This is an optimization exercise on Yosys and OpenROAD, whose aim is small area and a short achievable clock period, not a production implementation. RTL that was checked went through simulation tests only; none was proved equivalent to the original. The clock input has no modelled driver; a real chip could not lean on it and would need a root buffer or a full tree. Power figures rest on the tool's default switching activity, not on a simulated workload.

Design fifo, start of the top module:
module fifo #(
  parameter DATA_WIDTH = 32,
  parameter DEPTH      = 16
) (
  input  logic                  clk,
  input  logic                  rst_n,
  input  logic                  wr_en,
  input  logic [DATA_WIDTH-1:0] wr_data,
  input  logic                  rd_en,
  output logic [DATA_WIDTH-1:0] rd_data,
  output logic                  full,
  output logic                  empty
);
export LEC_CHECK = 0
export CAP_MARGIN = 20
export CORE_MARGIN = 2
export CORE_UTILIZATION = 65
export PLACE_DENSITY = 0.75
export SETUP_SLACK_MARGIN = 2.0
export SLEW_MARGIN = 20
create_clock -name core_clock -period 4.2 [get_ports {clk}]
standard.sh (not shown) runs the stock make flow with config.mk's settings and CLKGATE_MAP_FILE= SYNTH_SCRIPT=/design/flow/synth_recipe.tcl, a recipe that flattens the netlist after the stock synthesis.
==> flow/flow/run.sh <==
#!/bin/bash
# Standard layout, except that the clock tree CTS builds is replaced (in the
# POST_CTS hook) by a balanced two-level tree: four root buffers fed by the
# clock port, each feeding leaf buffers that drive ~28 registers each.
set -euo pipefail
export POST_CTS_TCL="$PWD/flow/mycts.tcl"
export MYCTS_CLK=clk
export MYCTS_PER=22
bash standard.sh > standard_flow.log 2>&1 || { tail -50 standard_flow.log; exit 1; }
tail -5 standard_flow.log
Other scripts of this flow, unchanged in this note and not shown: flow/flow/mycts.tcl
The first run produced a clean layout.
Change:
SETUP_SLACK_MARGIN = 2.55   (was 2.0)
TNS_END_PERCENT = 10   (was default)
Effect: Core utilization increases by 9.5 points. Setup slack improves by 0.28 ns. Cell area increases by roughly a tenth. Global-route usage increases by 2.4 points. Wire length increases by well over a third. Hold slack improves by 0.013 ns. Via count increases by about a fifth. Register-to-register slack improves by 0.28 ns.
In every run of this note, the design's own scripts or RTL, not TritonCTS, make the clock network.

========
Another version of the RTL of fifo (not shown whole).
Size: roughly 1100 cells after synthesis, roughly 550 flip-flops, roughly 70 I/O pins, about 20000 µm² of cells after synthesis.
make LEC_CHECK=0 CAP_MARGIN=20 CORE_MARGIN=2 CORE_UTILIZATION=65 CTS_CLUSTER_DIAMETER=80 CTS_CLUSTER_SIZE=30 PLACE_DENSITY=0.75 SETUP_SLACK_MARGIN=2.6 SLEW_MARGIN=20 finish   # period 4.2 ns
run.sh (not shown) runs the stock make flow with config.mk's settings and CLKGATE_MAP_FILE= SYNTH_SCRIPT=/design/flow/synth_recipe.tcl, a recipe that flattens the netlist after the stock synthesis.
Stock flow here: none of the scripts above is used.
The baseline passed the timing, DRC and antenna checks.
Change:
==> flow/config.mk (replaced) <==
export PLATFORM = sky130hd
export DESIGN_NAME = fifo
export DESIGN_NICKNAME = fifo
export VERILOG_FILES = /design/flow/design.v
export SDC_FILE = /design/flow/constraint.sdc
export NUM_CORES = 4
export LEC_CHECK = 0
export CAP_MARGIN = 20
export CORE_MARGIN = 2
export CORE_UTILIZATION = 40
export PLACE_DENSITY = 0.6
export SLEW_MARGIN = 20
=> Final cell count rises by 13%. Wire length falls by 21%. Worst setup slack got worse by 0.80 ns. Design area falls by 4.9%. Total power falls by 1.1%. First-iteration DRC count falls by 59%.
No run of this note included a check of the RTL's function; only the layout flow was run.

========
run 1:
fifo with an RTL version that a note above also has.
For scale: about 1100 cells after synthesis, ~560 flip-flops, about 70 I/O pins.
export LEC_CHECK = 0
export CAP_MARGIN = 20
export CORE_MARGIN = 2
export CORE_UTILIZATION = 65
export GPL_TIMING_DRIVEN = 0
export PLACE_DENSITY = 0.75
export SETUP_SLACK_MARGIN = 2.4
export SLEW_MARGIN = 20
create_clock -name core_clock -period 4.2 [get_ports {clk}]
standard.sh (not shown) runs the stock make flow with config.mk's settings and CLKGATE_MAP_FILE= SYNTH_SCRIPT=/design/flow/synth_recipe.tcl, a recipe that flattens the netlist after the stock synthesis.
==> flow/flow/run.sh <==
#!/bin/bash
# Standard layout, except that the clock tree CTS builds is replaced (in the
# POST_CTS hook) by a balanced two-level tree: four root buffers fed by the
# clock port, each feeding leaf buffers that drive ~22 registers each.
set -euo pipefail
export POST_CTS_TCL="$PWD/flow/mycts.tcl"
export MYCTS_CLK=clk
export MYCTS_PER=22
bash standard.sh > standard_flow.log 2>&1 || { tail -50 standard_flow.log; exit 1; }
tail -5 standard_flow.log
==> flow/flow/mycts.tcl <==
# Replace the clock tree that CTS built (run from the POST_CTS hook) with a
# balanced two-level tree: a few root buffers on the clock port, each feeding
# leaf buffers that each drive a cluster of nearby registers.
proc mycts_kmeans {pts k iters} {
  set n [llength $pts]
  set cents {}
  set sorted [lsort -real -index 0 $pts]
  for {set i 0} {$i < $k} {incr i} {
    lappend cents [lindex $sorted [expr {int(($i + 0.5) * $n / $k)}]]
  }
  set cap [expr {int(ceil($n / double($k)))}]
  for {set iter 0} {$iter < $iters} {incr iter} {
    set pairs {}
    for {set s 0} {$s < $n} {incr s} {
      lassign [lindex $pts $s] x y
      for {set c 0} {$c < $k} {incr c} {
        lassign [lindex $cents $c] cx cy
        lappend pairs [list [expr {abs($x-$cx)+abs($y-$cy)}] $s $c]
      }
    }
    set pairs [lsort -real -index 0 $pairs]
    set asg [lrepeat $n -1]
    set cnt [lrepeat $k 0]
    foreach pr $pairs {
      lassign $pr d s c
      if {[lindex $asg $s] >= 0 || [lindex $cnt $c] >= $cap} continue
      lset asg $s $c; lset cnt $c [expr {[lindex $cnt $c]+1}]
    }
    set sx [lrepeat $k 0.0]; set sy [lrepeat $k 0.0]
    for {set s 0} {$s < $n} {incr s} {
      set c [lindex $asg $s]; lassign [lindex $pts $s] x y
      lset sx $c [expr {[lindex $sx $c]+$x}]; lset sy $c [expr {[lindex $sy $c]+$y}]
    }
    set nc {}
    for {set c 0} {$c < $k} {incr c} {
      set m [lindex $cnt $c]
      if {$m == 0} { lappend nc [lindex $cents $c] } else { lappend nc [list [expr {[lindex $sx $c]/$m}] [expr {[lindex $sy $c]/$m}]] }
    }
    set cents $nc
  }
  return [list $asg $cents]
}

proc mycts_run {} {
  set block [ord::get_db_block]
  set clk [$block findNet $::env(MYCTS_CLK)]
  set bufm [[ord::get_db] findMaster sky130_fd_sc_hd__clkbuf_16]
  set per [expr {[info exists ::env(MYCTS_PER)] ? $::env(MYCTS_PER) : 28}]

  # walk the existing tree: collect buffers and sinks
  set sinks {}
  set tree {}
  set todo [list [list $clk 0]]
  while {[llength $todo]} {
    lassign [lindex $todo 0] net par; set todo [lrange $todo 1 end]
    foreach it [$net getITerms] {
      if {![$it isInputSignal] && [$it getIoType] ne "INPUT"} continue
      set inst [$it getInst]
      set mname [[$inst getMaster] getName]
      set inv [expr {[string match "sky130_fd_sc_hd__clkinv*" $mname] || [string match "sky130_fd_sc_hd__inv_*" $mname]}]
      if {[string match "clkload*" [$inst getName]]} { lappend tree $inst; continue }
      if {$inv || [string match "sky130_fd_sc_hd__clkbuf*" $mname] || [string match "sky130_fd_sc_hd__buf_*" $mname]} {
        lappend tree $inst
        foreach o [$inst getITerms] {
          if {[$o isOutputSignal]} { set on [$o getNet]; if {$on ne "NULL"} { lappend todo [list $on [expr {$par ^ $inv}]] } }
        }
      } else {
        if {$par} { error "mycts: sink [[$it getInst] getName] sees an inverted clock" }
        lappend sinks $it
      }
    }
  }
  foreach it $sinks { set mn [[[$it getInst] getMaster] getName]; if {![string match "*df*" $mn]} { puts "mycts: odd sink [[$it getInst] getName] $mn [[$it getMTerm] getName]" } }
  puts "mycts: [llength $sinks] sinks, removing [llength $tree] tree buffers"
  # disconnect sinks, remove tree
  foreach it $sinks { $it disconnect }
  foreach inst $tree {
    foreach o [$inst getITerms] {
      set n [$o getNet]
      if {$n ne "NULL" && [$o isOutputSignal]} { $o disconnect; if {[llength [$n getITerms]] == 0 && [llength [$n getBTerms]] == 0} { odb::dbNet_destroy $n } }
    }
    odb::dbInst_destroy $inst
  }
  # sink locations
  set pts {}
  foreach it $sinks {
    set b [[$it getInst] getBBox]
    lappend pts [list [expr {([$b xMin]+[$b xMax])/2.0}] [expr {([$b yMin]+[$b yMax])/2.0}]]
  }
  set n [llength $sinks]
  set k [expr {int(ceil($n / double($per)))}]
  lassign [mycts_kmeans $pts $k 30] asg cents
  set nroot [expr {[info exists ::env(MYCTS_ROOTS)] ? $::env(MYCTS_ROOTS) : 4}]
  lassign [mycts_kmeans $cents $nroot 30] rasg rcents
  set rnets {}
  for {set r 0} {$r < $nroot} {incr r} {
    lassign [lindex $rcents $r] rx ry
    set root [odb::dbInst_create $block $bufm "mycts_root_$r"]
    $root setLocation [expr {int($rx)}] [expr {int($ry)}]; $root setPlacementStatus PLACED
    [$root findITerm A] connect $clk
    set rnet [odb::dbNet_create $block "mycts_root_net_$r"]
    $rnet setSigType CLOCK
    [$root findITerm X] connect $rnet
    lappend rnets $rnet
  }
  for {set c 0} {$c < $k} {incr c} {
    set leaf [odb::dbInst_create $block $bufm "mycts_leaf_$c"]
    lassign [lindex $cents $c] cx cy
    $leaf setLocation [expr {int($cx)}] [expr {int($cy)}]; $leaf setPlacementStatus PLACED
    [$leaf findITerm A] connect [lindex $rnets [lindex $rasg $c]]
    set ln [odb::dbNet_create $block "mycts_leaf_net_$c"]
    $ln setSigType CLOCK
    [$leaf findITerm X] connect $ln
    for {set s 0} {$s < $n} {incr s} {
      if {[lindex $asg $s] == $c} { [lindex $sinks $s] connect $ln }
    }
  }
  puts "mycts: built $nroot roots + $k leaves"
}
mycts_run
global_connect
detailed_placement
estimate_parasitics -placement
Modified inputs, run 2 compared to run 1
- PLACE_DENSITY now 0.7, was 0.75
- GPL_TIMING_DRIVEN no longer set, was 0
- CORE_UTILIZATION now 55, was 65
-- flow/flow/run.sh --
<<< run 1, line 4
# clock port, each feeding leaf buffers that drive ~22 registers each.
>>> run 2, line 4
# clock port, each feeding leaf buffers that drive ~28 registers each.
<<< run 1, line 8
export MYCTS_PER=22
>>> run 2, line 8
export MYCTS_PER=28
[summary]
NOTE multi-input combinational cell area run 1->run 2 increased by a few percent. Run 2 -> run 1: share of synthesized cell area in and, or, nand and nor gates delta 0, exact match. Proportion of power drawn by flip-flops and latches, run 1 and run 2: larger value in run 2. Compared with run 1, in run 2 largest driver fanout on the critical path has increased, register share of the cell area has increased.
Relative to run 2, the following input files were edited for run 3:
- swapping 0.7 for 0.75 in PLACE_DENSITY
- swapping 55 for 65 in CORE_UTILIZATION
-- flow/flow/run.sh --
<<< run 2, line 8
export MYCTS_PER=28
>>> run 3, line 8
export MYCTS_PER=22
Findings:
- Run 3 vs. run 2: number of diodes added for antenna fixing picked up an extra 1, number of buffer and inverter stages on the critical path lost 1, tap cell count lost 66, met3 layer wire length in the routed design picked up an extra about 12%.
- Critical path capture point: src[4]$_DFFE_PN0P_ -> run 2, rd_data[23] -> run 3
- Global routing usage on met3 came out higher on run 3 than on run 2.
In every run of this note, the design's own scripts or RTL, not TritonCTS, make the clock network.

-- afterwards: timing with drivers on the ports --
The results above use ideal ports. As a check the final layouts listed here were re-extracted and re-timed, cells and wires unchanged.
Step 1: set_driving_cell puts a clkbuf_16 on clk and a buf_2 on each other input, an assumption about the parent block.
Step 2 also shifts input and output timing later by t, the mid clock arrival at the registers, as if the neighbouring blocks saw the same clock.
Slacks: ideal / step 1 / step 2; pairs: ideal / step 1.
run | t, ns | setup WS [ns] | hold WS [ns] | worst data-port slew with drivers (ns) | pins driven straight from the clock port
the first run of note 1 | 0.453 | 2.046 / 2.046 / 1.700 | 0.478 / 0.397 / 0.490 | 0.04 | 4
the second run of note 1 | 0.467 | 2.323 / 2.312 / 2.037 | 0.490 / 0.407 / 0.539 | 0.07 | 4
the first run of note 2 | 0.617 | 2.142 / 2.088 / 1.757 | 0.396 / 0.367 / 0.556 | 0.06 | 1
the second run of note 2 | 0.644 | 1.339 / 1.286 / 0.797 | 0.348 / 0.318 / 0.509 | 0.08 | 1
run 1 | 0.457 | 2.256 / 2.252 / 1.846 | 0.444 / 0.353 / 0.504 | 0.06 | 4
run 2 | 0.458 | 2.374 / 2.302 / 2.039 | 0.465 / 0.394 / 0.553 | 0.04 | 4
run 3 | 0.464 | 2.387 / 2.276 / 2.045 | 0.484 / 0.402 / 0.541 | 0.08 | 4
After both steps setup and hold are still met in every run listed. The setup slack of the second run of note 2, which loses most, moves by -0.053 ns with the drivers and by -0.542 ns with both steps.
